This design comes from an exercise in tuning for small area on the open sky130 flow, not from production work. Where RTL was checked, it was by simulation tests only, not by an equivalence proof against the original.

## fir_lowpass
module fir_lowpass #(
    parameter DATA_WIDTH = 16
) (
    input signed [DATA_WIDTH-1:0] i2s_data_in,
    output reg signed [(DATA_WIDTH+16)-1:0] i2s_data_out,
    input clk,
    input resetn
);
  reg [15:0] r0;
  reg [15:0] r1;
  reg [15:0] r2;
  reg [15:0] r3;
  reg [15:0] r4;
  reg [15:0] r5;
  reg [15:0] r6;
  reg [15:0] r7;
  reg [15:0] r8;
  reg [15:0] r9;
  reg [15:0] r10;
  reg [15:0] r11;
  reg [15:0] r12;
  reg [15:0] r13;
  reg [15:0] r14;
  reg [15:0] r15;
  reg rst_d;
  reg rst_d2;
  reg q0_0;
  reg q1_0;
  reg q2_0;
  reg q3_0;
  reg q4_0;
  reg q4_1;
  reg q5_0;
  reg q6_0;
  reg q7_0;
  reg q8_0;
  reg q9_0;
  reg q10_0;
  reg q11_0;
  reg q12_0;
  reg q12_1;
  reg q13_0;
  reg q13_1;
  reg q14_0;
  reg q14_1;
  reg q15_0;
  reg q16_0;
  reg q17_0;
  reg q17_1;
  reg q18_0;
  reg q18_1;
  reg q19_0;
  reg q19_1;
  reg q20_0;
  reg q20_1;
  reg q21_0;
  reg q22_0;
  reg q23_0;
  reg q23_1;
  reg q24_0;
  reg q24_1;
  reg q25_0;
  reg q26_0;
  reg q26_1;
  reg q27_0;
  reg q27_1;
  reg q28_0;
  reg q29_0;
  reg q29_1;
  reg q30_0;
  wire n1 = ~r1[15];
  wire n2 = ~r15[15];
  wire s3, c4;
  fir_ha us3 (r1[0], r15[0], s3, c4);
  wire s5, c6;
  fir_fa us5 (r1[1], r15[1], c4, s5, c6);
  wire s7, c8;
  fir_fa us7 (r1[2], r15[2], c6, s7, c8);
  wire s9, c10;
  fir_fa us9 (r1[3], r15[3], c8, s9, c10);
  wire s11, c12;
  fir_fa us11 (r1[4], r15[4], c10, s11, c12);
  wire s13, c14;
  fir_fa us13 (r1[5], r15[5], c12, s13, c14);
  wire s15, c16;
  fir_fa us15 (r1[6], r15[6], c14, s15, c16);
  wire s17, c18;
  fir_fa us17 (r1[7], r15[7], c16, s17, c18);
  wire s19, c20;
  fir_ha us19 (r1[8], r15[8], s19, c20);
  wire s21, c22;
  fir_fa us21 (r1[9], r15[9], c20, s21, c22);
  wire s23, c24;
  fir_fa us23 (r1[10], r15[10], c22, s23, c24);
  wire s25, c26;
  fir_fa us25 (r1[11], r15[11], c24, s25, c26);
  wire s27, c28;
  fir_fa us27 (r1[12], r15[12], c26, s27, c28);
  wire s29, c30;
  fir_fa us29 (r1[13], r15[13], c28, s29, c30);
  wire s31, c32;
  ...
export LEC_CHECK = 0
export CAP_MARGIN = 20
export CORE_MARGIN = 2
export CORE_UTILIZATION = 70
export CTS_CLUSTER_DIAMETER = 80
export CTS_CLUSTER_SIZE = 30
export GPL_TIMING_DRIVEN = 0
export PLACE_DENSITY = 0.8
export SLEW_MARGIN = 20
export SYNTH_HIERARCHICAL = 1
export SYNTH_MINIMUM_KEEP_SIZE = 0
create_clock -name core_clock -period 8.0 [get_ports {clk}]
standard.sh (not shown) runs the stock make flow with config.mk's settings and CLKGATE_MAP_FILE= SYNTH_SCRIPT=/design/flow/synth_recipe.tcl, a recipe that flattens the netlist after the stock synthesis.
==> flow/flow/run.sh <==
#!/bin/bash
set -euo pipefail
export CTS_ARGS="-sink_clustering_enable -repair_clock_nets -sink_clustering_size 18 -sink_clustering_max_diameter 55 -dont_use_dummy_load -buf_list sky130_fd_sc_hd__clkbuf_8"
export BUFFER_PORTS_ARGS="-buffer_cell sky130_fd_sc_hd__buf_1"
bash standard.sh REMOVE_ABC_BUFFERS=1 finish > standard.log 2>&1
Edit:
==> flow/flow/run.sh (replaced) <==
#!/bin/bash
set -euo pipefail
export CTS_ARGS="-sink_clustering_enable -repair_clock_nets -sink_clustering_size 18 -sink_clustering_max_diameter 55 -dont_use_dummy_load -buf_list sky130_fd_sc_hd__clkbuf_8"
export BUFFER_PORTS_ARGS="-buffer_cell sky130_fd_sc_hd__buf_1"
bash standard.sh finish > standard.log 2>&1
--- a/flow/config.mk
+++ b/flow/config.mk
@@ -8,9 +8,9 @@
 export CAP_MARGIN = 20
 export CORE_MARGIN = 2
-export CORE_UTILIZATION = 70
+export CORE_UTILIZATION = 60
 export CTS_CLUSTER_DIAMETER = 80
 export CTS_CLUSTER_SIZE = 30
 export GPL_TIMING_DRIVEN = 0
-export PLACE_DENSITY = 0.8
+export PLACE_DENSITY = 0.7
 export SLEW_MARGIN = 20
 export SYNTH_HIERARCHICAL = 1
Outcome: Via count went down by 1.9%. Cell area went up by 0.68%. Setup slack gets better by 0.0086 ns.
Edit:
==> flow/flow/run.sh (replaced) <==
#!/bin/bash
set -euo pipefail
export CTS_ARGS="-sink_clustering_enable -repair_clock_nets -sink_clustering_size 16 -sink_clustering_max_diameter 50 -dont_use_dummy_load -buf_list sky130_fd_sc_hd__clkbuf_8"
export BUFFER_PORTS_ARGS="-buffer_cell sky130_fd_sc_hd__buf_1"
bash standard.sh finish > standard.log 2>&1
- The changed run ran to the end with no violations
- first-iteration DRC count grows by 6.5%
- count of clock-buffer cells in the layout grows by 1
- worst setup slack gains 0.051 ns
- via count barely changes
- routed wire length stays flat
- final cell count hardly moves
- hold slack is about the same
Edit:
==> flow/flow/run.sh (replaced) <==
#!/bin/bash
set -euo pipefail
export CTS_ARGS="-sink_clustering_enable -repair_clock_nets -sink_clustering_size 20 -sink_clustering_max_diameter 60 -dont_use_dummy_load -buf_list sky130_fd_sc_hd__clkbuf_8"
bash standard.sh finish > standard.log 2>&1
Result: The new run went through all stages and came out clean. Hold slack loses 0.010 ns. Non-clock buffer count rose by 4. Cell count stays flat. Wire length fell slightly. Sequential share of layout area fell by 0.22 points. Via count fell slightly.

fir_lowpass, a different RTL version from the one above (not shown whole).
For scale: roughly 1800 cells after synthesis, roughly 50 I/O pins, ~0.026 mm² of cells after synthesis.
Design fir_lowpass, start of the top module:
module fir_lowpass #(
    parameter DATA_WIDTH = 16
) (
    input signed [DATA_WIDTH-1:0] i2s_data_in,
    output reg signed [(DATA_WIDTH+16)-1:0] i2s_data_out,
    input clk,
    input resetn
);
  reg [15:0] r0;
  reg [15:0] r1;
  reg [15:0] r2;
  reg [15:0] r3;
  reg [15:0] r4;
  reg [15:0] r5;
  reg [15:0] r6;
  reg [15:0] r7;
  reg [15:0] r8;
  reg [15:0] r9;
  reg [15:0] r10;
  reg [15:0] r11;
  reg [15:0] r12;
  reg [15:0] r13;
  reg [15:0] r14;
  reg [15:0] r15;
  reg rst_d;
  reg q0_0;
  reg q1_0;
  reg q2_0;
  reg q3_0;
  reg q4_0;
  reg q4_1;
  reg q5_0;
  reg q5_1;
  reg q6_0;
  reg q7_0;
  reg q7_1;
  reg q8_0;
  reg q8_1;
  reg q9_0;
  reg q10_0;
  reg q10_1;
  reg q11_0;
  reg q12_0;
  reg q13_0;
  reg q14_0;
  reg q15_0;
  reg q16_0;
  reg q16_1;
  reg q17_0;
  reg q18_0;
  reg q18_1;
  reg q19_0;
  reg q19_1;
  reg q20_0;
  reg q21_0;
  reg q21_1;
  reg q22_0;
  reg q22_1;
  reg q23_0;
  reg q23_1;
  reg q24_0;
  reg q25_0;
  reg q25_1;
  reg q26_0;
  reg q26_1;
  reg q27_0;
  reg q28_0;
  reg q28_1;
  reg q29_0;
  reg q30_0;
  wire s1, c2;
  fir_ha us1 (r1[0], r15[0], s1, c2);
  wire s3, c4;
  fir_fa us3 (r1[1], r15[1], c2, s3, c4);
  wire s5, c6;
  fir_fa us5 (r1[2], r15[2], c4, s5, c6);
  wire s7, c8;
  fir_fa us7 (r1[3], r15[3], c6, s7, c8);
  wire s9, c10;
  ...
make LEC_CHECK=0 CAP_MARGIN=20 CORE_MARGIN=2 CORE_UTILIZATION=60 CTS_BUF_LIST='sky130_fd_sc_hd__clkbuf_4 sky130_fd_sc_hd__clkbuf_8' PLACE_DENSITY=0.7 SLEW_MARGIN=20 SYNTH_HIERARCHICAL=1 SYNTH_MINIMUM_KEEP_SIZE=0 finish   # period 8.0 ns
run.sh (not shown) runs the stock make flow with config.mk's settings and CLKGATE_MAP_FILE= SYNTH_SCRIPT=/design/flow/synth_recipe.tcl, a recipe that flattens the netlist after the stock synthesis.
Stock flow here: none of the scripts above is used.
Change:
Settings changed: CTS_BUF_LIST sky130_fd_sc_hd__clkbuf_4 sky130_fd_sc_hd__clkbuf_8 to default.
What happened: Worst hold slack improved by 0.0083 ns. Core utilization stays flat. First-iteration DRC count climbs by 6.1%.
Function was not checked in any run of this note: the RTL went through the layout flow alone.

static timing again, ports no longer ideal:
In the flow no input, the clock included, has a driving cell. The finished layouts below were timed again as built, in two steps. Step 1 sets driving cells, clkbuf_16 on the clock port and buf_2 on the other inputs (assumed; they add their load-dependent delay and slew). Step 2 adds t to the input delays and takes it off the output delays; t is the mean of the earliest and latest rising clock arrival at the registers after step 1. Input paths then give back, and output paths get back, about the clock's delay inside the block. a / b / c = ideal ports / drivers / drivers and shift; a / b = the first two.
| run | shift t [ns] | setup slack, ns | hold WS [ns] | worst setup path at the end | latest minus earliest clock arrival (ns) |
|---|---|---|---|---|---|
| the first run of note 1 | 0.683 | 0.191 / 0.191 / 0.191 | 0.277 / 0.277 / 0.277 | register to register | 0.122 / 0.122 |
| the second run of note 1 | 0.630 | 0.200 / 0.200 / 0.200 | 0.294 / 0.294 / 0.294 | register to register | 0.115 / 0.115 |
| the third run of note 1 | 0.639 | 0.251 / 0.251 / 0.251 | 0.294 / 0.294 / 0.294 | register to register | 0.079 / 0.079 |
| the fourth run of note 1 | 0.668 | 0.217 / 0.217 / 0.217 | 0.284 / 0.284 / 0.284 | register to register | 0.079 / 0.078 |
| the first run of note 2 | 0.722 | 0.290 / 0.290 / 0.290 | 0.355 / 0.355 / 0.355 | register to register | 0.045 / 0.045 |
| the second run of note 2 | 0.609 | 0.291 / 0.291 / 0.291 | 0.363 / 0.363 / 0.363 | register to register | 0.023 / 0.023 |
After both steps every run listed still meets setup and hold.
